Context: an optimization exercise on an open-source flow, tuned for small area, a short achievable clock period and few clock cycles. The choices shown serve that exercise and are no tape-out recipe.
Where RTL was checked, it was by simulation tests only, not by an equivalence proof against the original.
The RTL of runs 1 and 6 was laid out without a check of its function.
Power is estimated from default activity; no workload was simulated.

==> design.v <==
package common_pkg;
    localparam logic [3:0] ST_F1  = 4'd0;    
    localparam logic [3:0] ST_F2  = 4'd1;    
    localparam logic [3:0] ST_F3  = 4'd2;    
    localparam logic [3:0] ST_R0  = 4'd3;    
    localparam logic [3:0] ST_XS  = 4'd4;    
    localparam logic [3:0] ST_MLS = 4'd5;    
    localparam logic [3:0] ST_MPP = 4'd6;    
    localparam logic [3:0] ST_CM  = 4'd7;    
    localparam logic [3:0] ST_WR0 = 4'd8;    
endpackage
module carry16 (
    input   logic   [15:0]  i_g,
    input   logic   [15:0]  i_p,
    input   logic           i_cin,
    output  logic   [16:0]  o_c          
);
    logic [15:0] g0, p0, g1, p1, g2, p2, g3, p3, g4, p4;
    assign g0 = {i_g[15:1], i_g[0] | (i_p[0] & i_cin)};
    assign p0 = i_p;
    always_comb begin
        for (int i = 0; i < 16; i++) begin
            if (i[0]) begin g1[i] = g0[i] | (p0[i] & g0[i-1]); p1[i] = p0[i] & p0[i-1]; end
            else      begin g1[i] = g0[i]; p1[i] = p0[i]; end
        end
        for (int i = 0; i < 16; i++) begin
            if (i[1]) begin g2[i] = g1[i] | (p1[i] & g1[{i[3:2], 2'b01}]); p2[i] = p1[i] & p1[{i[3:2], 2'b01}]; end
            else      begin g2[i] = g1[i]; p2[i] = p1[i]; end
        end
        for (int i = 0; i < 16; i++) begin
            if (i[2]) begin g3[i] = g2[i] | (p2[i] & g2[{i[3], 3'b011}]); p3[i] = p2[i] & p2[{i[3], 3'b011}]; end
            else      begin g3[i] = g2[i]; p3[i] = p2[i]; end
        end
        for (int i = 0; i < 16; i++) begin
            if (i[3]) begin g4[i] = g3[i] | (p3[i] & g3[7]); p4[i] = p3[i] & p3[7]; end
            else      begin g4[i] = g3[i]; p4[i] = p3[i]; end
        end
    end
    assign o_c = {g4, i_cin};
endmodule
module ALU (
    input   logic   [15:0]  i_a,
    input   logic   [15:0]  i_b,
    input   logic   [3:0]   i_t,         
    input   logic           i_bpos,      
    input   logic           i_bneg,      
    input   logic           i_cin,       
    input   logic           i_arith,     
    input   logic           i_subdec,    
    input   logic           i_logic,     
    input   logic           i_left,      
    input   logic           i_right,     
    input   logic           i_rol,       
    input   logic           i_msb,       
    input   logic           i_ror,       
    input   logic           i_zero,      
    output  logic   [15:0]  o_res,
    output  logic           o_c,
    output  logic           o_s,
    output  logic           o_z
);
    logic [15:0] bx, lu, g, sh, nsum, k;
    logic [16:0] c;
    always_comb begin
        for (int i = 0; i < 16; i++) begin
            bx[i] = i_b[i] ? i_bpos : i_bneg;
            lu[i] = i_t[{i_a[i], i_b[i]}];
        end
    end
    assign g = i_a & bx;
    assign k = i_a | bx;
    carry16 cy (.i_g(g), .i_p(lu), .i_cin(i_cin), .o_c(c));
    assign sh   = ({16{i_left}}  & {i_a[14:0], i_rol & i_a[15]})
                | ({16{i_right}} & {(i_msb & i_a[15]) | (i_ror & i_a[0]), i_a[15:1]});
    assign nsum = lu | sh;
    assign o_res = (nsum & {16{~i_zero}}) ^ ({16{i_arith & ~i_zero}} & c[15:0]);
    logic zero16, z_arith;
    assign zero16  = (lu[0] == i_cin) && (lu[15:1] == k[14:0]);
    assign z_arith = ~zero16 | (k[15] ^ i_subdec);
    assign o_z = i_arith ? z_arith : (i_logic | (|nsum));
    assign o_c = i_logic | (i_arith & (c[16] ^ i_subdec));
    assign o_s = ~o_res[15];
endmodule
module regsel (
    input   logic   [3:0]   i_f,
    input   logic           i_mem_ok,
    output  logic   [14:0]  o_sel
);
    always_comb begin
        for (int i = 0; i < 15; i++) o_sel[i] = (i_f == i[3:0]);
        o_sel[11] = o_sel[11] & i_mem_ok;
    end
endmodule
module rport (
    input   logic   [14:0]  i_sel,
    input   logic   [15:0]  i_ir1,
    input   logic   [7:0]   i_ir2,
    input   logic   [15:0]  i_iv,
    input   logic   [15:0]  i_ir3,
    input   logic   [3:0]   i_flag,
    input   logic   [15:0]  i_a, i_b, i_c, i_d, i_e, i_f,
    input   logic   [15:0]  i_mem,
    input   logic   [15:0]  i_adr,
    input   logic   [15:0]  i_ip,
    input   logic   [15:0]  i_sp,
    output  logic   [15:0]  o_data
);
    assign o_data = ({16{i_sel[0]}}  & i_ir1)
                  | ({16{i_sel[1]}}  & {8'h00, i_ir2})
                  | ({16{i_sel[2]}}  & i_iv)
                  | ({16{i_sel[3]}}  & i_ir3)
                  | ({16{i_sel[4]}}  & {12'h000, i_flag})
                  | ({16{i_sel[5]}}  & i_a)
                  | ({16{i_sel[6]}}  & i_b)
                  | ({16{i_sel[7]}}  & i_c)
                  | ({16{i_sel[8]}}  & i_d)
                  | ({16{i_sel[9]}}  & i_e)
                  | ({16{i_sel[10]}} & i_f)
                  | ({16{i_sel[11]}} & i_mem)
                  | ({16{i_sel[12]}} & i_adr)
                  | ({16{i_sel[13]}} & i_ip)
                  | ({16{i_sel[14]}} & i_sp);
endmodule
module inc16 (
    input   logic   [15:0]  i_a,
    output  logic   [15:0]  o_s
);
    logic [16:0] c;
    assign c[0] = 1'b1;
    always_comb begin
        for (int i = 0; i < 16; i++) c[i+1] = c[i] & i_a[i];
    end
    assign o_s = i_a ^ c[15:0];
endmodule
module incdec16 (
    input   logic   [15:0]  i_a,
    input   logic           i_dec,
    output  logic   [15:0]  o_s
);
    logic [16:0] c;
    assign c[0] = 1'b1;
    always_comb begin
        for (int i = 0; i < 16; i++) c[i+1] = c[i] & (i_a[i] ^ i_dec);
    end
    assign o_s = i_a ^ c[15:0];
endmodule
module rport_p (
    input   logic   [14:0]  i_sel,
    input   logic   [15:0]  i_ir1,
    input   logic   [7:0]   i_ir2,
    input   logic   [15:0]  i_iv,
    input   logic   [15:0]  i_ir3,
    input   logic   [3:0]   i_flag,
    input   logic   [15:0]  i_a, i_b, i_c, i_d, i_e, i_f,
    input   logic   [15:0]  i_mem,
    input   logic   [15:0]  i_adr,
    input   logic   [15:0]  i_ip,
    input   logic   [15:0]  i_sp,
    output  logic   [15:0]  o_n0, o_n1, o_n2, o_n3
);
    assign o_n0 = ~(({16{i_sel[0]}}  & i_ir1)
                  | ({16{i_sel[1]}}  & {8'h00, i_ir2})
                  | ({16{i_sel[2]}}  & i_iv)
                  | ({16{i_sel[3]}}  & i_ir3));
    assign o_n1 = ~(({16{i_sel[4]}}  & {12'h000, i_flag})
                  | ({16{i_sel[5]}}  & i_a)
                  | ({16{i_sel[6]}}  & i_b)
                  | ({16{i_sel[7]}}  & i_c));
    assign o_n2 = ~(({16{i_sel[8]}}  & i_d)
                  | ({16{i_sel[9]}}  & i_e)
                  | ({16{i_sel[10]}} & i_f)
                  | ({16{i_sel[11]}} & i_mem));
    assign o_n3 = ~(({16{i_sel[12]}} & i_adr)
                  | ({16{i_sel[13]}} & i_ip)
                  | ({16{i_sel[14]}} & i_sp));
endmodule
module rport_f (
    input   logic   [15:0]  i_n0, i_n1, i_n2, i_n3,
    output  logic   [15:0]  o_data
);
    assign o_data = ~(i_n0 & i_n1 & i_n2 & i_n3);
endmodule
import common_pkg::*;
module nlp16af(
    input   logic           i_clk,
    input   logic           i_rst_n,
    output  logic           o_wr,
    output  logic           o_rd,
    input   logic   [15:0]  i_bus,
    output  logic   [15:0]  o_bus,
    output  logic   [15:0]  o_address
);
    logic           rst;
    assign rst = ~i_rst_n;
    logic   [3:0]   state, nstate;
    logic           xq, nxq;             
    logic           nxt, nnxt;           
    logic           mv;                  
    logic           ejd;                 
    logic           cmx, ncmx;           
    logic   [3:0]   nfa, nfb;            
    logic   [14:0]  sel_a, sel_b;        
    logic   [14:0]  nsel_a, nsel_b;
    logic           rd_q, nrd;           
    logic           wr_q, nwr;           
    logic           wrc_q, nwrc;         
    logic   [2:0]   asel, nasel;         
    logic           s_f1, s_f2, s_f3, s_r0, s_xs, s_mls, s_mpp, s_cm, s_wr0;
    assign s_f1  = state == ST_F1;
    assign s_f2  = state == ST_F2;
    assign s_f3  = state == ST_F3;
    assign s_r0  = state == ST_R0;
    assign s_xs  = state == ST_XS;
    assign s_mls = state == ST_MLS;
    assign s_mpp = state == ST_MPP;
    assign s_cm  = state == ST_CM;
    assign s_wr0 = state == ST_WR0;
    logic   [15:0]  ir1;                 
    logic   [7:0]   ir2f;                
    logic   [7:0]   ir2;                 
    logic   [15:0]  ir3, iv, r_a, r_b, r_c, r_d, r_e, r_f, adr, ip, sp;
    logic           fc, fs, fz;          
    logic   [15:0]  mdr;                 
    logic   [3:0]   e_ra1;               
    logic           e_ld;                
    function automatic logic cond_ok(input logic [3:0] cf, input logic c, input logic s, input logic z);
        logic t;
        begin
            case (cf[3:1])
                3'd4:    t = c;
                3'd6:    t = z;
                3'd7:    t = s;
                default: t = 1'b0;
            endcase
            cond_ok = t ^ cf[0];
        end
    endfunction
    logic   [3:0]   opc, ra1;
    logic           is_ld, is_st, is_ldst, is_call, is_pop, is_push, is_alu, ra1_mem, ra1_ip, cnd;
    logic   [5:0]   aluop;
    assign opc     = ir1[15:12];
    assign ra1     = ir1[3:0];
    assign is_ld   = opc == 4'h8;
    assign is_st   = opc == 4'h9;
    assign is_ldst = is_ld | is_st;
    assign is_call = opc == 4'hB;
    assign is_pop  = opc == 4'hC;
    assign is_push = opc == 4'hD;
    assign is_alu  = ~(is_ldst | is_call | is_pop | is_push);
    assign ra1_mem = ra1 == 4'hB;
    assign ra1_ip  = ra1 == 4'hD;
    assign aluop   = (opc[3:2] == 2'b00) ? ir1[13:8] : {2'b00, ir1[11:8]};
    logic           cc_c, cc_z, cc_s, cc_inv;
    always_ff @(posedge i_clk) begin
        if (s_f1) begin
            cc_c   <= i_bus[7:5] == 3'd4;
            cc_z   <= i_bus[7:5] == 3'd6;
            cc_s   <= i_bus[7:5] == 3'd7;
            cc_inv <= i_bus[4];
        end
    end
    assign cnd     = ((cc_c & fc) | (cc_z & fz) | (cc_s & fs)) ^ cc_inv;
    logic           is_mov;
    always_comb begin
        case (aluop)
            6'h0A, 6'h09, 6'h1B, 6'h18, 6'h06, 6'h12, 6'h14, 6'h16,
            6'h20, 6'h24, 6'h22, 6'h30, 6'h34, 6'h32: is_mov = 1'b0;
            default:                                 is_mov = 1'b1;
        endcase
    end
    logic           ej;
    assign ej = s_f3 & cnd & is_alu & ra1_ip & is_mov & (ir2f[7:4] == 4'h3);
    logic           b_push, b_pop, b_skip;
    assign b_push = i_bus[15:12] == 4'hD;
    assign b_pop  = i_bus[15:12] == 4'hC;
    assign b_skip = ~xq & ~cond_ok(i_bus[7:4], fc, fs, fz);
    logic           im16_bus, memsrc_bus, memsrc_reg, eof, memsrc;
    logic   [3:0]   w2a, w2b;
    assign im16_bus   = i_bus[15:12] == 4'h3 || i_bus[11:8] == 4'h3;
    assign memsrc_bus = i_bus[15:12] == 4'hB || i_bus[11:8] == 4'hB;
    assign memsrc_reg = ir2f[7:4] == 4'hB || ir2f[3:0] == 4'hB;
    assign eof        = (s_f2 & ~im16_bus) | s_f3;    
    assign memsrc     = s_f2 ? memsrc_bus : memsrc_reg;
    assign w2a        = s_f2 ? i_bus[15:12] : ir2f[7:4];
    assign w2b        = s_f2 ? i_bus[11:8]  : ir2f[3:0];
    logic           x_ra1, x_adr, squash, st_xs;
    assign x_ra1  = xq & ~is_ldst & ~ra1_mem & ~ejd;   
    assign x_adr  = xq & is_ldst;                      
    assign squash = s_f1 & xq & ~is_ldst & ra1_ip & ~ejd;    
    assign st_xs  = is_st & (ra1 == 4'h0 || ra1_ip);   
    localparam logic [2:0] A_IP = 3'b001, A_ADR = 3'b010, A_SP = 3'b100, A_0 = 3'b000;
    always_comb begin
        nstate = ST_F1;
        nxq    = 1'b0;
        ncmx   = 1'b0;
        nnxt   = 1'b0;
        nfa    = ir2f[7:4];
        nfb    = ir2f[3:0];
        case (state)
            ST_F1:          nfa = (xq & is_ldst) ? ra1 : i_bus[3:0];
            ST_F2, ST_F3: begin
                nfa = is_call ? ra1 : w2a;
                nfb = (is_call & is_mov & ~ra1_mem) ? w2a : w2b;
            end
            ST_XS:          nfa = is_ldst ? ra1 : 4'h0;
            ST_MLS:         nfa = ra1;
            default: ;
        endcase
        case (state)
            ST_F1: begin
                if (xq & ~is_ldst & ra1_ip & ~ejd) begin
                    nstate = ST_F1;
                end else if (xq & is_ldst) begin
                    nstate = ST_MLS; nnxt = 1'b1;
                end else if ((b_push | b_pop) & b_skip) begin
                    nstate = ST_F1;
                end else if (b_push | b_pop) begin
                    nstate = ST_MPP;
                end else begin
                    nstate = ST_F2;
                end
            end
            ST_F2, ST_F3: begin
                if (s_f2 & im16_bus)              nstate = ST_F3;
                else if (!cnd)                    nstate = ST_F1;
                else if (is_call) begin
                    nstate = ST_CM;
                    if (is_mov & ~ra1_mem & (w2a != 4'hB)) begin
                        ncmx = 1'b1; nxq = 1'b1;
                    end
                end
                else if (memsrc & ~(is_alu & ra1_mem)) nstate = ST_R0;
                else begin
                    nstate = (st_xs | (is_alu & ra1_mem)) ? ST_XS : ST_F1;
                    nxq = 1'b1;
                end
            end
            ST_R0: begin
                nstate = st_xs ? ST_XS : ST_F1;
                nxq = 1'b1;
            end
            ST_CM: begin
                if (cmx)                          nstate = ST_F1;
                else if (memsrc_reg & ~ra1_mem)   nstate = ST_R0;
                else begin
                    nstate = ra1_mem ? ST_XS : ST_F1;
                    nxq = 1'b1;
                end
            end
            ST_XS:                                nstate = is_ldst ? ST_MLS : ST_WR0;
            ST_MLS: begin
                if (nxt & (is_push | is_pop) & cnd) nstate = ST_MPP;
                else                              nstate = (nxt & ~(is_push | is_pop)) ? ST_F2 : ST_F1;
            end
            default:                              nstate = ST_F1;
        endcase
        nrd  = 1'b0;
        nwr  = 1'b0;
        nwrc = 1'b0;
        case (nstate)
            ST_F1, ST_F2, ST_F3, ST_R0: nrd = 1'b1;
            ST_WR0, ST_CM:              nwr = 1'b1;
            ST_MLS: begin                
                nrd = is_ld & ~ra1_mem;
                nwr = ~(is_ld & ~ra1_mem);
            end
            ST_MPP: begin
                nwrc = 1'b1;
                if (s_f1) begin          
                    nrd = b_pop & (i_bus[3:0] != 4'hB);
                    nwr = b_push | (i_bus[3:0] == 4'hB);
                end else begin           
                    nrd = is_pop & ~ra1_mem;
                    nwr = is_push | ra1_mem;
                end
            end
            default: ;
        endcase
        case (nstate)
            ST_F1, ST_F2, ST_F3:    nasel = A_IP;
            ST_MLS:                 nasel = A_ADR;
            ST_MPP, ST_CM:          nasel = A_SP;
            default:                nasel = A_0;
        endcase
    end
    always_ff @(posedge i_clk) begin
        if (rst) begin
            state <= ST_F1;
            xq    <= 1'b0;
            nxt   <= 1'b0;
            mv    <= 1'b0;
            ejd   <= 1'b0;
            cmx   <= 1'b0;
            sel_a <= 15'h0;
            sel_b <= 15'h0;
            rd_q  <= 1'b1;
            wr_q  <= 1'b0;
            wrc_q <= 1'b0;
            asel  <= A_IP;
        end else begin
            state <= nstate;
            xq    <= nxq;
            nxt   <= nnxt;
            mv    <= s_r0;
            ejd   <= ej;
            cmx   <= ncmx;
            sel_a <= nsel_a;
            sel_b <= nsel_b;
            rd_q  <= nrd;
            wr_q  <= nwr;
            wrc_q <= nwrc;
            asel  <= nasel;
        end
    end
    logic   [15:0]  a, b;
    regsel rsa (.i_f(nfa), .i_mem_ok(s_r0), .o_sel(nsel_a));
    regsel rsb (.i_f(nfb), .i_mem_ok(s_r0), .o_sel(nsel_b));
    logic   [15:0]  pa0, pa1, pa2, pa3, a_bus;
    rport_p rpa (.i_sel(sel_a), .i_ir1(ir1), .i_ir2(ir2), .i_iv(iv), .i_ir3(ir3), .i_flag({fc, fs, 1'b0, fz}),
                .i_a(r_a), .i_b(r_b), .i_c(r_c), .i_d(r_d), .i_e(r_e), .i_f(r_f),
                .i_mem(mdr), .i_adr(adr), .i_ip(ip), .i_sp(sp), .o_n0(pa0), .o_n1(pa1), .o_n2(pa2), .o_n3(pa3));
    rport_f rfa (.i_n0(pa0), .i_n1(pa1), .i_n2(pa2), .i_n3(pa3), .o_data(a));
    rport_f rfo (.i_n0(pa0), .i_n1(pa1), .i_n2(pa2), .i_n3(pa3), .o_data(a_bus));
    rport  rpb (.i_sel(sel_b), .i_ir1(ir1), .i_ir2(ir2), .i_iv(iv), .i_ir3(ir3), .i_flag({fc, fs, 1'b0, fz}),
                .i_a(r_a), .i_b(r_b), .i_c(r_c), .i_d(r_d), .i_e(r_e), .i_f(r_f),
                .i_mem(mdr), .i_adr(adr), .i_ip(ip), .i_sp(sp), .o_data(b));
    logic   [3:0]   t, nt;
    logic           bpos, bneg, cin, arith, subdec, lgc, left, right, rol, sar, ror;
    logic           nbpos, nbneg, ncin, narith, nsubdec, nlgc, nleft, nright, nrol, nsar, nror;
    always_comb begin
        nt = 4'b0000; nbpos = 0; nbneg = 0; ncin = 0; narith = 0; nsubdec = 0; nlgc = 0;
        nleft = 0; nright = 0; nrol = 0; nsar = 0; nror = 0;
        if (nxq) begin
            case (aluop)
                6'h0A: begin nt = 4'b0110; nbpos = 1; narith = 1; end                                
                6'h09: begin nt = 4'b1001; nbneg = 1; ncin = 1; narith = 1; nsubdec = 1; end         
                6'h1B: begin nt = 4'b1100; ncin = 1; narith = 1; end                                 
                6'h18: begin nt = 4'b0011; nbpos = 1; nbneg = 1; narith = 1; nsubdec = 1; end        
                6'h06: begin nt = 4'b1000; nlgc = 1; end                                             
                6'h12: begin nt = 4'b1110; nlgc = 1; end                                             
                6'h14: begin nt = 4'b0011; nlgc = 1; end                                             
                6'h16: begin nt = 4'b0110; nlgc = 1; end                                             
                6'h20, 6'h24: nleft = 1;                                                             
                6'h22: begin nleft = 1; nrol = 1; end                                                
                6'h30: nright = 1;                                                                   
                6'h34: begin nright = 1; nsar = 1; end                                               
                6'h32: begin nright = 1; nror = 1; end                                               
                default: nt = ncmx ? 4'b1010 : 4'b1100;                                              
            endcase
        end
    end
    always_ff @(posedge i_clk) begin
        if (rst) {t, bpos, bneg, cin, arith, subdec, lgc, left, right, rol, sar, ror} <= '0;
        else     {t, bpos, bneg, cin, arith, subdec, lgc, left, right, rol, sar, ror} <=
                 {nt, nbpos, nbneg, ncin, narith, nsubdec, nlgc, nleft, nright, nrol, nsar, nror};
    end
    logic   [15:0]  res;
    logic           c_o, s_o, z_o;
    ALU alu (
        .i_a(a), .i_b(b), .i_t(t), .i_bpos(bpos), .i_bneg(bneg), .i_cin(cin), .i_arith(arith),
        .i_subdec(subdec), .i_logic(lgc), .i_left(left), .i_right(right), .i_rol(rol),
        .i_msb(sar), .i_ror(ror), .i_zero(rst),
        .o_res(res), .o_c(c_o), .o_s(s_o), .o_z(z_o)
    );
    logic   ld_mls, pop_ok;
    assign ld_mls = s_mls & e_ld & (e_ra1 != 4'hB);
    assign pop_ok = s_mpp & is_pop & cnd;
    assign o_rd   = rd_q;
    assign o_wr   = wr_q & (~wrc_q | cnd);
    assign o_bus  = a_bus;
    assign o_address = ({16{asel[0]}} & ip) | ({16{asel[1]}} & adr) | ({16{asel[2]}} & sp);
    logic           ldsel, bsel;
    logic   [15:0]  wd;
    assign ldsel = ld_mls | (pop_ok & ~ra1_mem);
    assign bsel  = (ldsel | s_f2 | s_f3) & ~rst;
    assign wd    = res | (i_bus & {16{bsel}});       
    logic   [3:0]   wdest;
    logic           wen;
    assign wdest = x_adr ? 4'hC : (s_mls ? e_ra1 : ra1);
    assign wen   = x_ra1 | x_adr | ldsel;
    logic   [15:0]  we;
    always_comb begin
        we = 16'h0000;
        if (wen) we[wdest] = 1'b1;
    end
    logic           flag_we, sp_dec, sp_inc, ir1_res;
    assign flag_we = xq & ~is_ldst;
    assign ir1_res = s_xs & ~is_ldst;                  
    assign sp_dec  = (s_f1 & b_push & ~(b_skip) & ~squash & ~(xq & is_ldst)) | (s_mls & nxt & is_push & cnd)
                   | (eof & cnd & is_call);
    assign sp_inc  = s_mpp & ((is_pop & cnd) | (is_push & ~cnd));
    logic   [15:0]  ip_inc, sp_pm;
    inc16    ipi (.i_a(ip), .o_s(ip_inc));
    incdec16 spi (.i_a(sp), .i_dec(~s_mpp), .o_s(sp_pm));    
    always_ff @(posedge i_clk) begin
        mdr <= i_bus;
        if (s_f1 | ir1_res)                     ir1  <= s_f1 ? i_bus : res;
        if (s_f2)                               ir2f <= i_bus[15:8];
        if (rst | we[1] | s_f2)                 ir2  <= wd[7:0];
        if (rst | we[2])                        iv   <= wd;
        if (rst | we[3] | s_f3)                 ir3  <= wd;
        if (rst | we[5])                        r_a  <= wd;
        if (rst | we[6])                        r_b  <= wd;
        if (rst | we[7])                        r_c  <= wd;
        if (rst | we[8])                        r_d  <= wd;
        if (rst | we[9])                        r_e  <= wd;
        if (rst | we[10])                       r_f  <= wd;
        if (rst | we[12])                       adr  <= wd;
        if (rst | we[13] | s_f1 | s_f2 | s_f3)  ip   <= (rst | we[13] | ej) ? wd : ip_inc;
        if (rst | sp_dec | sp_inc)              sp   <= rst ? 16'hEFFF : sp_pm;
        if (rst | flag_we)                      {fc, fs, fz} <= rst ? 3'b000 : {c_o, s_o, z_o};
        if (x_adr)                              {e_ra1, e_ld} <= {ra1, is_ld};
    end
endmodule
==> flow/run.sh <==
#!/bin/bash
# Layout flow: the standard flow, with a faster buffer on each port.
set -o pipefail
export BUFFER_PORTS_ARGS="-buffer_cell sky130_fd_sc_hd__buf_4"
bash standard.sh > standard.log 2>&1
==> standard.sh <==
#!/bin/bash
# synth_recipe.tcl (not shown) runs the flow's synth.tcl, then flattens the netlist and writes it again
# the make line also repeats each setting of config.mk as NAME=value (left out here)
make -C /OpenROAD-flow-scripts/flow DESIGN_CONFIG=/design/flow/config.mk WORK_HOME=/design/flow/orfs CLKGATE_MAP_FILE= SYNTH_SCRIPT=/design/flow/synth_recipe.tcl "${@:-finish}"
==> config.mk <==
export PLATFORM = sky130hd
export DESIGN_NAME = nlp16af
export DESIGN_NICKNAME = nlp16af
export VERILOG_FILES = /design/flow/design.v
export SDC_FILE = /design/flow/constraint.sdc
export NUM_CORES = 8
export LEC_CHECK = 0
export CAP_MARGIN = 60
export CORE_MARGIN = 2
export CORE_UTILIZATION = 40
export SLEW_MARGIN = 60
export SYNTH_HIERARCHICAL = 1
==> constraint.sdc <==
create_clock -name core_clock -period 12.0 [get_ports {i_clk}]
set_input_delay 2.4000 -clock core_clock [delete_from_list [all_inputs] [get_ports {i_clk}]]
set_output_delay 2.4000 -clock core_clock [all_outputs]
set_load 0.01 [all_outputs]
==> results of run 1 <==
==> cell usage after synthesis, types with 6 or more instances <==
cell type	count	area share [%]
mux4_2	15	2.1
a221oi_1	31	1.7
clkbuf_1	39	0.89
a222oi_1	65	4.0
nand4b_1	9	0.48
buf_2	26	0.79
nor3_2	7	0.43
a221oi_2	27	2.5
ha_1	20	1.5
a22oi_1	63	2.9
nand3_1	31	0.94
mux2i_1	21	1.3
edfxtp_1	220	40
nor3_1	23	0.70
a21o_1	30	1.4
mux2_4	10	0.91
xnor2_1	29	1.5
nor2_1	87	2.0
nand4_1	52	2.0
inv_1	51	1.2
nand2b_1	35	1.3
mux2_2	10	0.69
a21oi_1	33	1.0
nor4_1	13	0.49
buf_6	14	0.96
xor2_1	13	0.69
or3_1	10	0.38
and2_1	39	1.5
nand2_1	125	2.9
buf_4	6	0.27
dfxtp_1	74	9.0
and3_1	31	1.2
o21ai_0	38	1.2
nor2b_1	15	0.57
a31oi_1	6	0.23
a22o_1	44	2.3
==> kinds of logic after synthesis <==
| group | Yosys count | share of synthesized area (%) |
|---|---|---|
| AND/OR/NAND/NOR | 510 | 16.80 |
| multiplexers | 59 | 5.313 |
| adder cells (fa/ha/maj) | 21 | 1.583 |
| AO/OA/AOI/OAI | 395 | 20.27 |
| XOR/XNOR | 42 | 2.238 |
| buffers and inverters | 147 | 4.574 |
| flip-flops | 294 | 49.20 |
| other | 1 | 0.02281 |
==> area by class of cell <==
| class | instances | share of cell area (%) |
|---|---|---|
| sequential | 294 | 44.25 |
| multi-input combinational | 1029 | 41.67 |
| clock buffer | 46 | 4.861 |
| timing repair buffer | 99 | 3.933 |
| tap | 532 | 3.627 |
| inverter | 54 | 1.179 |
| clock inverter | 11 | 0.4704 |
| antenna | 1 | 0.01363 |
==> state kept, by name, indices dropped and copies added (netlist names), 3 cells and up <==
register  cells
sp           16
iv           16
e_ra1         4
t             4
ip           16
ir2           8
adr          16
ir3          16
r_a          16
r_e          16
r_c          16
sel_b        15
asel          3
r_d          16
state         4
sel_a        15
ir1          16
mdr          16
r_f          16
ir2f          8
r_b          16
==> modules after synthesis (local to each module, per instance) <==
module	cells	copies in the design	flip-flops and latches
ALU	193	1	0
carry16	54	1	0
inc16	16	1	0
incdec16	61	1	0
nlp16af	797	1	294
regsel	22	2	0
rport	159	1	0
rport_f	16	2	0
rport_p	113	1	0
==> power by group through the flow <==
| stage | logic (mW) | registers, mW | clock network [mW] |
|---|---|---|---|
| 2_1_floorplan | 0.564 | 1.33 | 0 |
| 3_3_place_gp | 0.857 | 1.42 | 0 |
| 3_5_place_dp | 0.874 | 1.42 | 0 |
| 4_1_cts | 0.878 | 1.40 | 0.931 |
| 5_1_grt | 0.953 | 1.41 | 0.970 |
| 6_report | 0.902 | 1.41 | 0.926 |
==> tightest hold or removal path, delay by kind of cell, from the launching register on <==
| kind | cells | cell delay [ns] |
|---|---|---|
| and+or+nand+nor | 1 | 0.12 |
| DFF | 1 | 0.42 |
| AOI/OAI and AO/OA | 1 | 0.10 |
==> layer usage <==
metal | track usage (%) | share of wire, % | vias up
met3 | 6.829 | 14 | 233
met2 | 45.19 | 43 | 1139
met1 | 39.90 | 37 | 6719
met5 | 0 | 0 | -
li1 | - | - | 5914
met4 | 14.16 | 5.9 | 0
==> how the worst max path moves through the flow <==
stage                        to      from  cells after the start  slack [ns]
after floorplan           sp[0]  i_bus[5]                      6        7.93
after global placement    ip[7]   i_rst_n                      6        6.48
after detailed placement  ip[7]   i_rst_n                      6        7.13
after CTS                  o_wr        fc                      5        7.15
after global routing       o_wr        fc                      5        7.07
final                      o_wr        fc                      5        7.16
==> metrics by stage <==
stage,instances,cell area [µm²]
final,2066,18350
after global routing,2065,18350
after CTS,2064,18320
after detailed placement,2007,17350
after global placement,1996,17230
after floorplan,1470,16440
==> flow_metrics.tcl, run 1 <==
set metrics [dict create \
    fillers 3765 \
    fin_total_pwr_mw 3.233 \
    cp_top_family "compound AO/OA/AOI/OAI gates" \
    die-width_um 206.7 \
    synth_edf_count 220 \
    grt_max_degree 67 \
    slew_violations 0 \
    core_area_mm2 0.04074 \
    area.sequential_mm2 0.008122 \
    critPathLaunchType "flop" \
    cp_slowest_cell "edfxtp_1" \
    cap_violations 0 \
    hold_depth 2 \
    fmax_mhz 206.7 \
    critical_path_arrival_ns 2.44 \
    clk_pin_slew_ns 0.06 \
    multi_input_area_mm2 0.007647 \
    worst_slew_pin_slew_ns 0.7117 \
    ctsResizeCount 0 \
    ant_nets 0 \
    utilization_pct 45.05 \
    fin_crit_ns 4.838 \
    status "no timing/DRC/antenna violations" \
    drive_gt1_share_pct 16.96 \
    dp_slack_ns 7.134 \
    required_ns 9.60 \
    critPathCaptureType "output pin" \
    ios 52 \
    routed_via_density 6.779 \
    crit_chain "a222oi_1 -> buf_1 -> xor2_1 -> a21boi_0 -> buf_4" \
    rr_worst_depth 14 \
    grt_usage_pct 29.61 \
    setup_slack_ns 7.163 \
    netlist_area_mm2 0.01644 \
    die_y_um 206.7 \
    grt-ovfl-total 0 \
    cts_max_path_buffers 3 \
    min_to "fc" \
    intPower_mw 2.095 \
    portBuffers 51 \
    ys_types 94 \
    place.gp.congestion 0.9504 \
    rsz0062_at_grt "false" \
    cts_hold_buf 0 \
    holdWs_ns 0.7471 \
    fin_skew_ns 0.009117 \
    netSwitchingPower_mw 1.138 \
    wirelength_mm 64.08 \
    ys_ff_latch 294 \
    cts_buffers 31 \
    fin_crit_sh_pct 40.31 \
    slew_headroom_pct 52.56 \
    drc 0 \
    r2r_setup_slack_ns 7.37 \
    p_clk_share_pct 28.6 \
    p_leak_nw 6.892 \
    cts_root_buffer "clkbuf_16" \
    ir_worst_vdd_uv 118.1 \
    fin_tns_setup_ns 0 \
    setup_viol_count_final 0 \
    ys.warnings.count 12 \
    htreeDepth 1 \
    pwr-share-comb_pct 27.9 \
    final_common_cell "edfxtp_1" \
    first_iter_violations 2656 \
    min_from "lgc" \
    p_sw_share_pct 35.20 \
    path_buf_inv 2 \
    areaGrowthSynthToFinish_pct 11.65 \
    post-cts-setup-buffers 0 \
    hpwl_mm 41.43 \
    antenna_found_initial 0 \
    rows 74 \
    cts_tree "yes" \
    first_global_vias 13270 \
    hold_class "flop to flop" \
    clk_latency_ns 0.58 \
    cp_max_fo 4 \
    start_util_pct 40.35 \
    r2r_start "sel_a[8]" \
    max_stage_delay_ns 0.53 \
    synthFlopType "edfxtp_1" \
    vias 14010 \
    wl_per_cell_um 31.02 \
    die-area_mm2 0.04273 \
    final_cell_mix "edfxtp_1, nand2_1, nor2_1, buf_4, a222oi_1" \
    syn_area_per_cell_um2 11.19 \
    nNetsFinal 1547 \
    syn_inst 1469 \
    powerDensity_mw_per_mm2 176.2 \
    ys_async_sr_fraction_pct 0 \
    clock_sinks 294 \
    grt_pass1_wl_mm 90.56 \
    timing_worst_setup_path_type "flop to output pin" \
    sequentialPowerShare_pct 43.5 \
    ys_seq_area_share_pct 49.20 \
    hold_violations 0 \
    dr.pass1.iters 13 \
    r2r_end "ip[15]" \
]
==> inputs of run 2 (changes only) <==
--- a/design.v
+++ b/design.v
@@ -71,3 +71,3 @@
     assign k = i_a | bx;
-    carry16 cy (.i_g(g), .i_p(lu), .i_cin(i_cin), .o_c(c));
+    carry16 cy (.i_g(g), .i_p(k), .i_cin(i_cin), .o_c(c));
     assign sh   = ({16{i_left}}  & {i_a[14:0], i_rol & i_a[15]})
@@ -93,32 +93,2 @@
 endmodule
-module rport (
-    input   logic   [14:0]  i_sel,
-    input   logic   [15:0]  i_ir1,
-    input   logic   [7:0]   i_ir2,
-    input   logic   [15:0]  i_iv,
-    input   logic   [15:0]  i_ir3,
-    input   logic   [3:0]   i_flag,
-    input   logic   [15:0]  i_a, i_b, i_c, i_d, i_e, i_f,
-    input   logic   [15:0]  i_mem,
-    input   logic   [15:0]  i_adr,
-    input   logic   [15:0]  i_ip,
-    input   logic   [15:0]  i_sp,
-    output  logic   [15:0]  o_data
-);
-    assign o_data = ({16{i_sel[0]}}  & i_ir1)
-                  | ({16{i_sel[1]}}  & {8'h00, i_ir2})
-                  | ({16{i_sel[2]}}  & i_iv)
-                  | ({16{i_sel[3]}}  & i_ir3)
-                  | ({16{i_sel[4]}}  & {12'h000, i_flag})
-                  | ({16{i_sel[5]}}  & i_a)
-                  | ({16{i_sel[6]}}  & i_b)
-                  | ({16{i_sel[7]}}  & i_c)
-                  | ({16{i_sel[8]}}  & i_d)
-                  | ({16{i_sel[9]}}  & i_e)
-                  | ({16{i_sel[10]}} & i_f)
-                  | ({16{i_sel[11]}} & i_mem)
-                  | ({16{i_sel[12]}} & i_adr)
-                  | ({16{i_sel[13]}} & i_ip)
-                  | ({16{i_sel[14]}} & i_sp);
-endmodule
 module inc16 (
@@ -423,5 +393,7 @@
     rport_f rfo (.i_n0(pa0), .i_n1(pa1), .i_n2(pa2), .i_n3(pa3), .o_data(a_bus));
-    rport  rpb (.i_sel(sel_b), .i_ir1(ir1), .i_ir2(ir2), .i_iv(iv), .i_ir3(ir3), .i_flag({fc, fs, 1'b0, fz}),
+    logic   [15:0]  pb0, pb1, pb2, pb3;
+    rport_p rpb (.i_sel(sel_b), .i_ir1(ir1), .i_ir2(ir2), .i_iv(iv), .i_ir3(ir3), .i_flag({fc, fs, 1'b0, fz}),
                 .i_a(r_a), .i_b(r_b), .i_c(r_c), .i_d(r_d), .i_e(r_e), .i_f(r_f),
-                .i_mem(mdr), .i_adr(adr), .i_ip(ip), .i_sp(sp), .o_data(b));
+                .i_mem(mdr), .i_adr(adr), .i_ip(ip), .i_sp(sp), .o_n0(pb0), .o_n1(pb1), .o_n2(pb2), .o_n3(pb3));
+    rport_f rfb (.i_n0(pb0), .i_n1(pb1), .i_n2(pb2), .i_n3(pb3), .o_data(b));
     logic   [3:0]   t, nt;
--- a/config.mk
+++ b/config.mk
@@ -9,3 +9,3 @@
 export CORE_MARGIN = 2
-export CORE_UTILIZATION = 40
+export CORE_UTILIZATION = 65
 export SLEW_MARGIN = 60
==> run 2 against run 1 <==
Effect of this change: sequential power is essentially flat; clock skew grew 0.0034 ns; final area shrank 1.6%; wire length shrank 8.8%; clock power grew 6.0%.
==> flow_metrics.tcl, run 2 <==
set metrics [dict create \
    dp_slack_ns 7.522 \
    final_cell_mix "edfxtp_1, nand2_1, nor2_1, a222oi_1, buf_4" \
    ys.warnings.count 12 \
    slew_violations 0 \
    wirelength_mm 58.45 \
    clk_pin_slew_ns 0.07 \
    startpoint "fc" \
    routed_via_density 7.707 \
    cts_max_path_buffers 3 \
    first_global_vias 13330 \
    ir_worst_vdd_uv 202.6 \
    final_area_mm2 0.01805 \
    yosys.area.top_type_share_pct 40.29 \
    timing_worst_setup_path_type "flop to output pin" \
    critPathCaptureType "output pin" \
    syn_inst 1452 \
    clk_latency_ns 0.57 \
    fmax_mhz 208.1 \
    status "no timing/DRC/antenna violations" \
    synthFlopType "edfxtp_1" \
    ys_top_cells_by_area "edfxtp_1, dfxtp_1, a222oi_1" \
    ctsResizeCount 0 \
    htreeDepth 1 \
    hpwl_mm 38.61 \
    dr.pass1.iters 12 \
    setup_viol_count_final 0 \
    critical_path_arrival_ns 2.41 \
    cts_buffers 30 \
    place.gp.congestion 0.9749 \
    intPower_mw 2.144 \
    yosys.area.top_type "edfxtp_1" \
    fin_cells 1826 \
    rr_worst_depth 15 \
    r2r_end "ip[15]" \
    cts_root_buffer "clkbuf_16" \
    antenna_found_initial 0 \
    area.sequential_mm2 0.008132 \
    core_area_mm2 0.02496 \
    first_iter_violations 2669 \
    synth_common_cells "edfxtp_1, nand2_1, a222oi_1, nor2_1, dfxtp_1" \
    r2r_setup_slack_ns 7.33 \
    ios 52 \
    post-cts-setup-buffers 0 \
    antennaDiodeCount 0 \
    grt_pass1_wl_mm 84.93 \
    p_sw_share_pct 35.07 \
    r2r_start "ir1[0]" \
    cts_hold_buf 0 \
    powerDensity_mw_per_mm2 182.9 \
    slew_headroom_pct 57.22 \
    critPathCapture "o_wr" \
    grt_usage_pct 44.22 \
    fin_crit_ns 4.806 \
    die_y_um 162.8 \
    ys_seq_area_share_pct 49.33 \
    nNetsFinal 1510 \
    grt-ovfl-total 0 \
    die-width_um 162.8 \
    setup_slack_ns 7.194 \
    hold_class "flop to flop" \
    hold_violations 0 \
    fin_tns_setup_ns 0 \
    grt_max_degree 67 \
    fin_crit_sh_pct 40.05 \
    ant_nets 0 \
    clock_sinks 294 \
    ys_types 91 \
    portBuffers 51 \
    p_leak_nw 6.889 \
    die-area_mm2 0.02651 \
    synth_edf_count 220 \
    pwr-share-comb_pct 27.1 \
    critPathLaunchType "flop" \
    placed_area_mm2 0.01697 \
    fillers 1830 \
    rows 58 \
    vias 14070 \
    wl_per_cell_um 32.01 \
    multi_input_area_mm2 0.007640 \
    netlist_area_mm2 0.01640 \
    fin_skew_ns 0.01249 \
    p_clk_share_pct 29.7 \
    yosys.cell_count.top_type "edfxtp_1" \
    cp_max_fo 4 \
    rsz0062_at_grt "false" \
    placed_cells 1767 \
    netSwitchingPower_mw 1.158 \
    areaGrowthSynthToFinish_pct 10.10 \
    final_common_cell "edfxtp_1" \
    sequentialPowerShare_pct 43.2 \
    ys_async_sr_fraction_pct 0 \
    drc 0 \
    required_ns 9.60 \
    cap_violations 0 \
    syn_area_per_cell_um2 11.29 \
    cts_tree "yes" \
    start_util_pct 65.68 \
    ys_ff_latch 294 \
    worst_slew_pin_slew_ns 0.6417 \
    drive_gt1_share_pct 17.71 \
]
run 2: final cells by class:
type / count / share of cell area, %
Tap cell: 330 / 2.287
Timing Repair Buffer: 78 / 3.320
Clock inverter: 19 / 1.428
Inverter: 56 / 1.241
Clock buffer: 37 / 4.360
Sequential cell: 294 / 45.04
Multi-Input combinational cell: 1012 / 42.32
run 2: Yosys stat by module, one instance, submodules excluded:
module / cells / area [µm²] / copies in the design / flip-flops and latches
carry16: 54 / 309.0 / 1 / 0
inc16: 16 / 187.7 / 1 / 0
incdec16: 61 / 455.4 / 1 / 0
rport_f: 16 / 100.1 / 3 / 0
rport_p: 113 / 1087 / 2 / 0
regsel: 22 / 113.9 / 2 / 0
nlp16af: 797 / 11230 / 1 / 294
ALU: 206 / 1508 / 1 / 0
run 2: worst min path at each step:
| stage | from | to | depth (start not counted) |
|---|---|---|---|
| 5_1_grt | ip[7] | ip[7] | 2 |
| 4_1_cts | ir1[12] | rol | 1 |
| 6_report | sp[15] | sp[15] | 2 |
| 2_1_floorplan | ir1[1] | e_ra1[1] | 0 |
| 3_3_place_gp | sp[15] | sp[15] | 2 |
| 3_5_place_dp | ip[3] | ip[3] | 2 |
run 2: logic make-up after synthesis:
| logic type | count (synthesis) | synth area share (%) |
|---|---|---|
| AOI/OAI and AO/OA | 382 | 20.38 |
| buffers and inverters | 147 | 4.586 |
| and+or+nand+nor | 505 | 16.51 |
| muxes | 59 | 5.288 |
| other | 1 | 0.02287 |
| DFF | 294 | 49.33 |
| xor gates and xnor gates | 43 | 2.297 |
| adders and majority gates | 21 | 1.587 |
run 2: worst max-delay path, cell delays in order (launching register included):
cell and delay (ns):
edfxtp_1 0.51, a222oi_1 0.50, xor2_1 0.47, a21boi_0 0.19
buf_4 0.17
run 2: per-layer routing:
layer  vias to the layer above  routed length, µm  track usage (%)
met1                      6664              20410            58.24
met4                         0               4014            25.78
li1                       5849                  -                -
met2                      1284              25330            66.04
met3                       276               8697            12.12
met5                         -                  0                0
run 2: through the flow:
| stage | power, mW | hold slack, ns | utilization (%) |
|---|---|---|---|
| 2_1_floorplan | 1.913 | 0.5378 | - |
| 6_report | 3.301 | 0.7714 | 72.31 |
| 4_1_cts | 3.252 | 0.7540 | 72.15 |
| 5_1_grt | 3.397 | 0.7939 | 72.31 |
| 3_5_place_dp | 2.284 | 0.7381 | 67.97 |
| 3_3_place_gp | 2.255 | 0.7099 | 67.37 |
run 2: power groups by stage:
stage	clock, mW	combinational, mW	sequential (mW)
final	0.982	0.894	1.42
after global placement	0	0.832	1.42
after CTS	0.983	0.859	1.41
after floorplan	0	0.587	1.33
after detailed placement	0	0.854	1.43
after global routing	1.02	0.949	1.43
Testbench counts of run 2, summed over its fixed seeds: cycles 83,608.
==> inputs of run 3 (changes only) <==
--- a/config.mk
+++ b/config.mk
@@ -7,6 +7,6 @@
 export LEC_CHECK = 0
-export CAP_MARGIN = 60
+export CAP_MARGIN = 20
 export CORE_MARGIN = 2
-export CORE_UTILIZATION = 65
-export SLEW_MARGIN = 60
+export CORE_UTILIZATION = 40
+export SLEW_MARGIN = 20
 export SYNTH_HIERARCHICAL = 1
==> run 3 against run 2 <==
Effect of this change: still clean; power is 0.84% higher; setup slack worse by 0.11 ns; final area is 0.84% higher; final cell count is 11% higher; global-route usage is 15 points lower; clock skew is 0.0071 ns higher; register-to-register slack better by 0.03 ns; wire length is 7.9% higher; sequential share of layout area is 0.62 points lower; largest power group unchanged.
==> flow_metrics.tcl, run 3 <==
set metrics [dict create \
    status "no timing/DRC/antenna violations" \
    holdWs_ns 0.7488 \
    yosys.area.top_type_share_pct 40.29 \
    nNetsFinal 1513 \
    intPower_mw 2.148 \
    grt_usage_pct 29.39 \
    critPathCaptureType "output pin" \
    areaGrowthSynthToFinish_pct 11.03 \
    netlist_area_mm2 0.01640 \
    cts_buffers 34 \
    clock_sinks 294 \
    ys_ff_latch 294 \
    syn_area_per_cell_um2 11.29 \
    utilization_pct 44.79 \
    first_global_vias 13360 \
    r2r_setup_slack_ns 7.36 \
    synth_common_cells "edfxtp_1, nand2_1, a222oi_1, nor2_1, dfxtp_1" \
    timing_worst_setup_path_type "flop to output pin" \
    critical_path_arrival_ns 2.51 \
    cts_tree "yes" \
    powerDensity_mw_per_mm2 182.9 \
    grt_max_degree 67 \
    hpwl_mm 41.48 \
    die_y_um 206.5 \
    setup_slack_ns 7.086 \
    ys_async_sr_fraction_pct 0 \
    final_common_cell "edfxtp_1" \
    critPathLaunchType "flop" \
    die-area_mm2 0.04263 \
    core_area_mm2 0.04065 \
    ys_types 91 \
    hold_depth 2 \
    grt_pass1_wl_mm 89.95 \
    wl_per_cell_um 31.03 \
    die-width_um 206.5 \
    place.gp.congestion 0.9490 \
    first_iter_violations 2407 \
    r2r_start "sel_b[5]" \
    yosys.area.top_type "edfxtp_1" \
    ios 52 \
    routed_via_density 6.792 \
    p_leak_nw 6.875 \
    cts_root_buffer "clkbuf_16" \
    clk_latency_ns 0.56 \
    hold_violations 0 \
    vias 13810 \
    hold_class "flop to flop" \
    fin_crit_sh_pct 40.95 \
    cap_violations 0 \
    ys_top_cells_by_area "edfxtp_1, dfxtp_1, a222oi_1" \
    slew_violations 0 \
    pwr-share-comb_pct 26.6 \
    htreeDepth 2 \
    synthFlopType "edfxtp_1" \
    final_cell_mix "edfxtp_1, nand2_1, nor2_1, a222oi_1, buf_4" \
    sequentialPowerShare_pct 42.8 \
    fin_tns_setup_ns 0 \
    slew_headroom_pct 15.11 \
    antennaDiodeCount 0 \
    ys.warnings.count 12 \
    ys_seq_area_share_pct 49.33 \
    yosys.cell_count.top_type "edfxtp_1" \
    ctsResizeCount 0 \
    cp_max_fo 16 \
    p_clk_share_pct 30.6 \
    min_from "lgc" \
    rr_worst_depth 15 \
    grt-ovfl-total 0 \
    rsz0062_at_grt "false" \
    cts_hold_buf 0 \
    cts_max_path_buffers 3 \
    fin_crit_ns 4.914 \
    fillers 3743 \
    synth_edf_count 220 \
    antenna_found_initial 0 \
    rows 74 \
    fin_skew_ns 0.01959 \
    p_sw_share_pct 35.49 \
    syn_inst 1452 \
    fmax_mhz 203.5 \
    drc 0 \
    required_ns 9.60 \
    start_util_pct 40.34 \
    fin_total_pwr_mw 3.329 \
    wirelength_mm 63.09 \
    ant_nets 0 \
    dr.pass1.iters 9 \
    worst_slew_pin_slew_ns 1.272 \
    ir_worst_vdd_uv 83.55 \
    clk_pin_slew_ns 0.06 \
    drive_gt1_share_pct 14.99 \
    netSwitchingPower_mw 1.182 \
    portBuffers 51 \
    startpoint "sel_a[13]" \
    setup_viol_count_final 0 \
    post-cts-setup-buffers 0 \
    dp_slack_ns 7.333 \
]
==> run 3: cell count changes in the layout (fill, tap and decap cells not counted), moves of 4 or more <==
cell	change
dfxtp_1	+31
buf_4	+5
dfxtp_2	-29
bufinv_16	-4
clkbuf_1	+7
clkbuf_16	+5
==> run 3: kinds of logic (layout without fill, tap and decap cells) <==
logic type,count (synthesis),after routing,synth area share (%)
mux,59,59,5.288
buf+inv,147,195,4.586
fa+ha+maj,21,21,1.587
other cells,1,2,0.02287
compound gates,382,382,20.38
simple gates,505,505,16.51
xor+xnor,43,43,2.297
flops,294,294,49.33
==> run 3: metrics by stage <==
step,cell area [µm²],cells
floorplan,16400,1453
global placement,17120,1970
detailed placement,17130,1971
CTS,18200,2033
global route,18200,2033
finish,18200,2033
==> run 3: worst max-delay path, cell delays in order, from the launching register on <==
cell      delay (ns)
dfxtp_1         0.72
a222oi_1        0.66
nand4_1         0.33
buf_4           0.25
==> run 3: cell type report <==
class | instances | area (µm²) | area share, %
inverters | 56 | 222.7 | 1.223
repair buffers | 77 | 581.8 | 3.196
clock inverters | 10 | 96.34 | 0.5292
clock buffers | 52 | 979.7 | 5.382
well taps | 532 | 665.6 | 3.657
multi-input cells | 1012 | 7570 | 41.58
flip-flops and latches | 294 | 8088 | 44.43
==> run 3: metal layers <==
layer / vias to the layer above / track usage (%) / share of wire [%]
met5: - / 0 / 0
met4: 0 / 14.64 / 5.4
met3: 211 / 6.260 / 13
met2: 999 / 45.11 / 44
met1: 6747 / 39.23 / 38
li1: 5852 / - / -
==> run 3: per-module statistics from Yosys (local to each module, per instance) <==
module	cells inside	times used	flip-flops and latches	area, µm²
ALU	206	1	0	1508
carry16	54	1	0	309.0
inc16	16	1	0	187.7
incdec16	61	1	0	455.4
nlp16af	797	1	294	11230
regsel	22	2	0	113.9
rport_f	16	3	0	100.1
rport_p	113	2	0	1087
==> run 3: worst paths after layout <==
check              to
max          o_bus[6]
min                fc
max reg2reg    ip[13]
min reg2reg        fc
==> run 3: power by group through the flow <==
| stage | Combinational (mW) | Clock (mW) | Sequential [mW] |
|---|---|---|---|
| finish | 0.885 | 1.02 | 1.42 |
| global route | 0.947 | 1.07 | 1.43 |
| CTS | 0.871 | 1.03 | 1.41 |
| detailed placement | 0.867 | 0 | 1.43 |
| global placement | 0.865 | 0 | 1.43 |
| floorplan | 0.587 | 0 | 1.33 |
==> inputs of run 4 (changes only) <==
--- a/config.mk
+++ b/config.mk
@@ -7,6 +7,6 @@
 export LEC_CHECK = 0
-export CAP_MARGIN = 20
+export CAP_MARGIN = 60
 export CORE_MARGIN = 2
 export CORE_UTILIZATION = 40
-export SLEW_MARGIN = 20
+export SLEW_MARGIN = 60
 export SYNTH_HIERARCHICAL = 1
==> run 4 against run 3 <==
Effect of this change: clock-buffer cell count is 8 lower; global-route usage up 0.054 points; synthesized cell count stayed put; final area grew 1.1%; combinational power up 3.2%; critical endpoint is now o_wr.
==> flow_metrics.tcl, run 4 <==
set metrics [dict create \
    hpwl_mm 41.58 \
    areaGrowthSynthToFinish_pct 12.26 \
    fin_crit_ns 4.778 \
    cts_hold_buf 0 \
    core_area_mm2 0.04065 \
    cp_max_fo 4 \
    cts_root_buffer "clkbuf_16" \
    wl_per_cell_um 30.78 \
    netlist_area_mm2 0.01640 \
    hold_violations 0 \
    vias 13820 \
    setup_slack_ns 7.222 \
    slew_headroom_pct 55.90 \
    ys.warnings.count 12 \
    cts_tree "yes" \
    critPathLaunchType "flop" \
    drc 0 \
    rsz0062_at_grt "false" \
    min_from "lgc" \
    antenna_found_initial 1 \
    clk_latency_ns 0.55 \
    grt-ovfl-total 0 \
    wirelength_mm 62.88 \
    place.gp.congestion 0.9490 \
    synthFlopType "edfxtp_1" \
    r2r_setup_slack_ns 7.65 \
    synth_edf_count 220 \
    cts_max_path_buffers 3 \
    ctsResizeCount 0 \
    crit_chain "a222oi_1 -> xor2_1 -> a21boi_0 -> buf_4" \
    die_y_um 206.5 \
    powerDensity_mw_per_mm2 182.7 \
    drive_gt1_share_pct 17.68 \
    final_cell_mix "edfxtp_1, nand2_1, nor2_1, a222oi_1, buf_4" \
    setup_viol_count_final 0 \
    timing_worst_setup_path_type "flop to output pin" \
    clock_sinks 294 \
    status "no timing/DRC/antenna violations" \
    synth_common_cells "edfxtp_1, nand2_1, a222oi_1, nor2_1, dfxtp_1" \
    worst_slew_pin_slew_ns 0.6615 \
    die-area_mm2 0.04263 \
    min_to "fc" \
    hold_depth 2 \
    ant_nets 0 \
    cp_slowest_cell "edfxtp_1" \
    clk_pin_slew_ns 0.07 \
    fin_crit_sh_pct 39.81 \
    first_iter_violations 2254 \
    hold_class "flop to flop" \
    yosys.area.top_type "edfxtp_1" \
    yosys.area.top_type_share_pct 40.29 \
    rows 74 \
    post-cts-setup-buffers 0 \
    first_global_vias 13400 \
    p_leak_nw 6.967 \
    syn_inst 1452 \
    grt_pass1_wl_mm 89.82 \
    critPathCaptureType "output pin" \
    cts_buffers 34 \
    ios 52 \
    ys_top_cells_by_area "edfxtp_1, dfxtp_1, a222oi_1" \
    fin_skew_ns 0.02656 \
    final_common_cell "edfxtp_1" \
    grt_max_degree 67 \
    fin_tns_setup_ns 0 \
    ys_seq_area_share_pct 49.33 \
    portBuffers 51 \
    yosys.cell_count.top_type "edfxtp_1" \
    routed_via_density 6.763 \
    dp_slack_ns 7.605 \
    syn_area_per_cell_um2 11.29 \
    ys_ff_latch 294 \
    cap_violations 0 \
    max_stage_delay_ns 0.55 \
    ir_worst_vdd_uv 84.67 \
    nNetsFinal 1522 \
    ys_async_sr_fraction_pct 0 \
    grt_usage_pct 29.45 \
    fin_total_pwr_mw 3.362 \
    start_util_pct 40.34 \
    critical_path_arrival_ns 2.38 \
    r2r_start "ir1[1]" \
    rr_worst_depth 15 \
    ys_types 91 \
    slew_violations 0 \
    dr.pass1.iters 8 \
    utilization_pct 45.28 \
    fmax_mhz 209.3 \
    r2r_end "ip[13]" \
    htreeDepth 2 \
    die-width_um 206.5 \
    required_ns 9.60 \
]
-- run 4: worst max-delay path: cells and delay by family, from the launching register on --
kind            cells  cell delay (ns)
xor+xnor            1             0.44
buf+inv             1             0.17
flops               1             0.55
compound gates      2             0.68
-- run 4: through the flow --
step | hold WS [ns] | cells | cell area, µm²
final | 0.7444 | 2043 | 18410
after CTS | 0.7291 | 2039 | 18360
after detailed placement | 0.7048 | 1977 | 17260
after floorplan | 0.5378 | 1453 | 16400
after global placement | 0.7201 | 1970 | 17120
after global routing | 0.7650 | 2042 | 18400
-- run 4: per-module statistics from Yosys, one instance, submodules excluded --
module | times used | area, µm²
nlp16af | 1 | 11230
regsel | 2 | 113.9
carry16 | 1 | 309.0
incdec16 | 1 | 455.4
inc16 | 1 | 187.7
rport_f | 3 | 100.1
rport_p | 2 | 1087
ALU | 1 | 1508
-- run 4: area by class of cell --
type	count	area, µm²
Fill cell	3742	22240
Sequential cell	294	8134
Multi-Input combinational cell	1012	7640
Clock buffer	44	939.7
Tap cell	532	665.6
Timing Repair Buffer	86	644.4
Inverter	56	222.7
Clock inverter	18	156.4
Antenna cell	1	2.502
-- run 4: how the worst max path moves through the flow --
| stage | from | to | slack [ns] |
|---|---|---|---|
| after floorplan | i_bus[5] | sp[0] | 7.93 |
| after global placement | i_rst_n | sp[10] | 7.35 |
| after detailed placement | i_rst_n | ip[7] | 7.60 |
| after CTS | fc | o_wr | 7.07 |
| after global routing | fc | o_wr | 7.12 |
| final | fc | o_wr | 7.22 |
-- run 4: where the power goes --
part           switching [mW]  internal (mW)
clock network           0.434          0.600
logic                   0.581          0.332
registers               0.176           1.24
-- run 4: per-layer routing --
| metal | GRT usage (%) | up-vias | share of wire, % |
|---|---|---|---|
| li1 | - | 5884 | - |
| met1 | 39.50 | 6759 | 39 |
| met2 | 45.37 | 951 | 44 |
| met3 | 5.629 | 223 | 12 |
| met4 | 14.87 | 0 | 5.4 |
| met5 | 0 | - | 0 |
-- run 4: kinds of logic (layout without fill, tap and decap cells) --
logic type / after synthesis / in the layout / synth area share [%]
adders and majority gates: 21 / 21 / 1.587
buffers and inverters: 147 / 204 / 4.586
DFF: 294 / 294 / 49.33
muxes: 59 / 59 / 5.288
xor gates and xnor gates: 43 / 43 / 2.297
and+or+nand+nor: 505 / 505 / 16.51
other: 1 / 3 / 0.02287
AOI/OAI and AO/OA: 382 / 382 / 20.38
==> inputs of run 5 (changes only) <==
--- a/config.mk
+++ b/config.mk
@@ -10,2 +10,4 @@
 export CORE_UTILIZATION = 40
+export CTS_CLUSTER_DIAMETER = 150
+export CTS_CLUSTER_SIZE = 30
 export SLEW_MARGIN = 60
==> run 5 against run 4 <==
Effect of this change: clock skew grew 0.0084 ns; utilization shrank 1.8 points; sequential share of layout area grew 1.9 points.
==> flow_metrics.tcl, run 5 <==
set metrics [dict create \
    clk_latency_ns 0.53 \
    worst_slew_pin_slew_ns 0.6578 \
    first_global_vias 13170 \
    cp_max_fo 4 \
    grt_max_degree 67 \
    ir_worst_vdd_uv 95.32 \
    start_util_pct 40.34 \
    rows 74 \
    portBuffers 51 \
    timing_worst_setup_path_type "flop to output pin" \
    grt_usage_pct 28.99 \
    setup_slack_ns 7.158 \
    vias 13730 \
    dp_slack_ns 7.605 \
    status "no timing/DRC/antenna violations" \
    grt-ovfl-total 0 \
    cts_buffers 13 \
    r2r_end "ip[13]" \
    die-area_mm2 0.04263 \
    placed_area_mm2 0.01726 \
    min_to "fc" \
    rsz0062_at_grt "false" \
    yosys.area.top_type_share_pct 40.29 \
    r2r_setup_slack_ns 7.59 \
    nNetsFinal 1500 \
    final_common_cell "edfxtp_1" \
    slew_headroom_pct 56.15 \
    fin_crit_ns 4.842 \
    fmax_mhz 206.5 \
    die-width_um 206.5 \
    syn_inst 1452 \
    clock_sinks 294 \
    final_cell_mix "edfxtp_1, nand2_1, nor2_1, a222oi_1, buf_4" \
    ys_seq_area_share_pct 49.33 \
    cts_max_path_buffers 3 \
    areaGrowthSynthToFinish_pct 7.707 \
    synth_common_cells "edfxtp_1, nand2_1, a222oi_1, nor2_1, dfxtp_1" \
    critPathCaptureType "output pin" \
    hpwl_mm 41.58 \
    netlist_area_mm2 0.01640 \
    p_leak_nw 6.594 \
    hold_depth 2 \
    post-cts-setup-buffers 0 \
    powerDensity_mw_per_mm2 162.4 \
    hold_class "flop to flop" \
    final_area_mm2 0.01766 \
    min_from "lgc" \
    ys_async_sr_fraction_pct 0 \
    synth_edf_count 220 \
    cts_tree "yes" \
    synthFlopType "edfxtp_1" \
    clk_pin_slew_ns 0.12 \
    slew_violations 0 \
    core_area_mm2 0.04065 \
    ys_types 91 \
    cts_hold_buf 0 \
    place.gp.congestion 0.9490 \
    yosys.area.top_type "edfxtp_1" \
    startpoint "fc" \
    htreeDepth 1 \
    drc 0 \
    first_iter_violations 2418 \
    die_y_um 206.5 \
    ys.warnings.count 12 \
    fin_crit_sh_pct 40.35 \
    cap_violations 0 \
    utilization_pct 43.45 \
    hold_violations 0 \
    fin_tns_setup_ns 0 \
    ys_top_cells_by_area "edfxtp_1, dfxtp_1, a222oi_1" \
    fin_skew_ns 0.03491 \
    ant_nets 0 \
    antenna_found_initial 0 \
    wl_per_cell_um 31.32 \
    critical_path_arrival_ns 2.44 \
    ios 52 \
    ctsResizeCount 0 \
    rr_worst_depth 15 \
    r2r_start "ir1[1]" \
    setup_viol_count_final 0 \
    cts_root_buffer "clkbuf_16" \
    drive_gt1_share_pct 15.74 \
    wirelength_mm 62.63 \
    required_ns 9.60 \
    yosys.cell_count.top_type "edfxtp_1" \
    antennaDiodeCount 0 \
    grt_pass1_wl_mm 89.05 \
    ys_ff_latch 294 \
    syn_area_per_cell_um2 11.29 \
    routed_via_density 6.867 \
    critPathLaunchType "flop" \
    dr.pass1.iters 8 \
]
run 5: cell counts after synthesis:
Identical to the previous run, type by type.
run 5: metrics by stage:
| stage | std cells | total power [mW] | hold WS, ns |
|---|---|---|---|
| floorplan | 1453 | 1.913 | 0.5378 |
| global route | 2000 | 2.965 | 0.7844 |
| CTS | 1998 | 2.841 | 0.7464 |
| detailed placement | 1977 | 2.316 | 0.7048 |
| finish | 2000 | 2.868 | 0.7545 |
| global placement | 1970 | 2.292 | 0.7201 |
run 5: critical path, stage by stage, from the launching register on:
cell and delay [ns]:
edfxtp_1 0.57, a222oi_1 0.52, xor2_1 0.49, a21boi_0 0.18, buf_4 0.17
run 5: per-module statistics from Yosys, one instance, submodules excluded, a selection:
module    times used  cell area (µm²)  cells
rport_p            2             1087    113
carry16            1            309.0     54
nlp16af            1            11230    797
incdec16           1            455.4     61
inc16              1            187.7     16
rport_f            3            100.1     16
run 5: per-layer routing:
layer / wire length [µm] / track usage (%) / vias to the layer above
met4: 3020 / 12.40 / 0
met2: 27820 / 45.54 / 991
met3: 7373 / 4.715 / 183
met1: 24420 / 39.56 / 6754
li1: - / - / 5805
met5: 0 / 0 / -
run 5: power breakdown:
| part | switching [mW] | internal, mW |
|---|---|---|
| Combinational | 0.580 | 0.331 |
| Clock | 0.335 | 0.209 |
| Sequential | 0.176 | 1.24 |
| Total | 1.09 | 1.78 |
run 5: cell type report:
cell class | instances | area [µm²]
sequential | 294 | 8134
timing repair buffer | 85 | 631.9
fill | 3817 | 22990
tap | 532 | 665.6
multi-input combinational | 1012 | 7640
clock inverter | 2 | 17.52
clock buffer | 19 | 347.8
inverter | 56 | 222.7
run 5: how the worst max path moves through the flow:
stage	end	slack, ns	cells past startpoint
finish	o_wr	7.16	4
global route	o_wr	7.14	4
CTS	o_wr	7.08	4
detailed placement	ip[7]	7.60	7
global placement	sp[10]	7.35	5
floorplan	sp[0]	7.93	6
run 5: logic make-up after synthesis:
family                     Yosys count  synth area share (%)
xor gates and xnor gates            43                 2.297
adders and majority gates           21                 1.587
buffers and inverters              147                 4.586
muxes                               59                 5.288
DFF                                294                 49.33
and+or+nand+nor                    505                 16.51
other                                1               0.02287
AOI/OAI and AO/OA                  382                 20.38
==> inputs of run 6 (changes only) <==
--- a/design.v
+++ b/design.v
@@ -55,3 +55,2 @@
     input   logic           i_ror,       
-    input   logic           i_zero,      
     output  logic   [15:0]  o_res,
@@ -75,3 +74,3 @@
     assign nsum = lu | sh;
-    assign o_res = (nsum & {16{~i_zero}}) ^ ({16{i_arith & ~i_zero}} & c[15:0]);
+    assign o_res = nsum ^ ({16{i_arith}} & c[15:0]);
     logic zero16, z_arith;
@@ -430,6 +429,12 @@
     logic           c_o, s_o, z_o;
+    logic   [3:0]   t_r;
+    logic           arith_r, left_r, right_r;
+    assign t_r     = t & {4{~rst}};
+    assign arith_r = arith & ~rst;
+    assign left_r  = left & ~rst;
+    assign right_r = right & ~rst;
     ALU alu (
-        .i_a(a), .i_b(b), .i_t(t), .i_bpos(bpos), .i_bneg(bneg), .i_cin(cin), .i_arith(arith),
-        .i_subdec(subdec), .i_logic(lgc), .i_left(left), .i_right(right), .i_rol(rol),
-        .i_msb(sar), .i_ror(ror), .i_zero(rst),
+        .i_a(a), .i_b(b), .i_t(t_r), .i_bpos(bpos), .i_bneg(bneg), .i_cin(cin), .i_arith(arith_r),
+        .i_subdec(subdec), .i_logic(lgc), .i_left(left_r), .i_right(right_r), .i_rol(rol),
+        .i_msb(sar), .i_ror(ror),
         .o_res(res), .o_c(c_o), .o_s(s_o), .o_z(z_o)
--- a/config.mk
+++ b/config.mk
@@ -10,4 +10,2 @@
 export CORE_UTILIZATION = 40
-export CTS_CLUSTER_DIAMETER = 150
-export CTS_CLUSTER_SIZE = 30
 export SLEW_MARGIN = 60
==> run 6 against run 5 <==
Effect of this change: utilization is 1.9 points higher; highest routed layer unchanged; largest power group unchanged; clock power is 100% higher; largest cell class unchanged; combinational power is 35% higher; synthesized cell count is 1.7% lower; critical endpoint is now fz; via count is 4.0% lower; clock skew is 0.014 ns lower.
==> flow_metrics.tcl, run 6 <==
set metrics [dict create \
    final_area_mm2 0.01845 \
    first_iter_violations 1891 \
    fin_tns_setup_ns 0 \
    synth_top_family_by_area "compound AO/OA/AOI/OAI gates" \
    first_global_vias 12480 \
    die-width_um 206.2 \
    post-cts-setup-buffers 0 \
    clk_latency_ns 0.54 \
    cp_top_family "simple AND/OR/NAND/NOR gates" \
    status "no timing/DRC/antenna violations" \
    required_ns 12.28 \
    grt_usage_pct 25.94 \
    holdWs_ns 0.6900 \
    fillers 3719 \
    place.gp.congestion 0.9132 \
    hold_depth 2 \
    critPathMostFrequentCell "and2_1" \
    ios 52 \
    wl_per_cell_um 27.54 \
    slew_violations 0 \
    cts_buffers 35 \
    cts_max_path_buffers 3 \
    utilization_pct 45.39 \
    worst_slew_pin_slew_ns 0.6042 \
    clk_pin_slew_ns 0.05 \
    min_from "lgc" \
    crit_chain "clkbuf_8 -> and2_1 -> mux4_2 -> and3_1 -> or4_1 -> nor4_1 -> a41oi_1 -> and2_1" \
    cts_root_buffer "clkbuf_16" \
    yosys.area.top_type "edfxtp_1" \
    ir_worst_vdd_uv 113.1 \
    slew_headroom_pct 59.72 \
    syn_inst 1427 \
    ys_top_cells_by_area "edfxtp_1, dfxtp_1, a222oi_1" \
    r2r_start "ir1[0]" \
    cp_max_fo 76 \
    drive_gt1_share_pct 19.56 \
    hold_class "flop to flop" \
    hpwl_mm 39.50 \
    placed_cells 1949 \
    rr_worst_depth 14 \
    max_stage_delay_ns 0.61 \
    ys_async_sr_fraction_pct 0 \
    fmax_mhz 206.4 \
    fin_skew_ns 0.02138 \
    portBuffers 51 \
    cts_tree "yes" \
    critPathLaunchType "primary input" \
    dr.pass1.iters 9 \
    grt_max_degree 77 \
    cp_slowest_cell "mux4_2" \
    die_y_um 206.2 \
    timing_worst_setup_path_type "primary input to flop" \
    path_buf_inv 1 \
    synthAdderAreaFrac_pct 1.591 \
    area.sequential_mm2 0.008129 \
    multi_input_area_mm2 0.007661 \
    grtUsageMet2_pct 40.51 \
    core_area_mm2 0.04065 \
    synth_common_cells "edfxtp_1, nand2_1, a222oi_1" \
    critical_path_arrival_ns 5.12 \
    crit_cells 8 \
    ys_seq_area_share_pct 49.43 \
    grt_pass1_wl_mm 80.90 \
    p_leak_nw 6.949 \
    htreeDepth 2 \
    antennaDiodeCount 0 \
    synth-xor-area-share_pct 2.516 \
    rows 74 \
    syn_area_per_cell_um2 11.47 \
    ys.warnings.count 12 \
    nNetsFinal 1499 \
]
==> run 6: cell families (layout without fill, tap and decap cells) <==
kind of cell             after synthesis  count (layout)
other                                  1               2
AND/OR/NAND/NOR                      476             476
adder cells (fa/ha/maj)               21              21
AO/OA/AOI/OAI                        371             371
flip-flops                           294             294
buffers and inverters                142             202
XOR/XNOR                              47              47
multiplexers                          75              75
==> run 6: layout make-up <==
| type | instances | share of cell area (%) |
|---|---|---|
| inverters | 54 | 1.126 |
| repair buffers | 84 | 3.398 |
| well taps | 532 | 3.608 |
| multi-input cells | 992 | 41.53 |
| clock inverters | 20 | 1.180 |
| flip-flops and latches | 294 | 44.06 |
| clock buffers | 44 | 5.100 |
==> run 6: final timing paths <==
path	to
worst max-delay path	fz
worst min register to register	fc
worst max register to register	ip[15]
worst min-delay path	fc
==> run 6: per-stage QoR <==
step | total power, mW | worst slack, ns
2_1_floorplan | 2.234 | 7.131
3_3_place_gp | 2.709 | 6.683
3_5_place_dp | 2.735 | 6.707
4_1_cts | 3.819 | 7.252
5_1_grt | 3.999 | 7.091
6_report | 3.844 | 7.155
==> run 6: layer usage <==
metal	part of all wire, %	up-vias
met5	0	-
met1	41	6537
li1	-	5810
met4	3.5	0
met3	9.6	112
met2	46	731
==> run 6: report_power, final <==
| group | switching [mW] | internal [mW] |
|---|---|---|
| registers | 0.229 | 1.29 |
| logic | 0.772 | 0.462 |
| clock network | 0.440 | 0.646 |
| total | 1.44 | 2.40 |
==> run 6: modules after synthesis (local to each module, per instance), a selection <==
module	flip-flops and latches	cells inside	times used
nlp16af	294	788	1
ALU	0	190	1
rport_p	0	113	2
incdec16	0	61	1
carry16	0	54	1
inc16	0	16	1
regsel	0	22	2
==> run 6: worst reg2reg max path, stage by stage, from the launching register on <==
cell and delay (ns):
edfxtp_1 0.54, a22o_1 0.29, a221oi_1 0.28, nand4_1 0.38, mux2i_1 0.26, nand2_1 0.11, a21o_2 0.16, nand4_1 0.14
a21oi_1 0.43, o21ai_0 0.29, a31oi_1 0.25, nand2_1 0.10, xor2_1 0.19, a21o_1 0.33, mux2_2 0.32

Setup slack of run 6, layout unchanged: 7.155 ns with ideal ports, 7.180 ns with driving cells assumed (clock clkbuf_16, inputs buf_2), 6.594 ns with port delays also shifted by the 0.585 ns mid clock arrival.
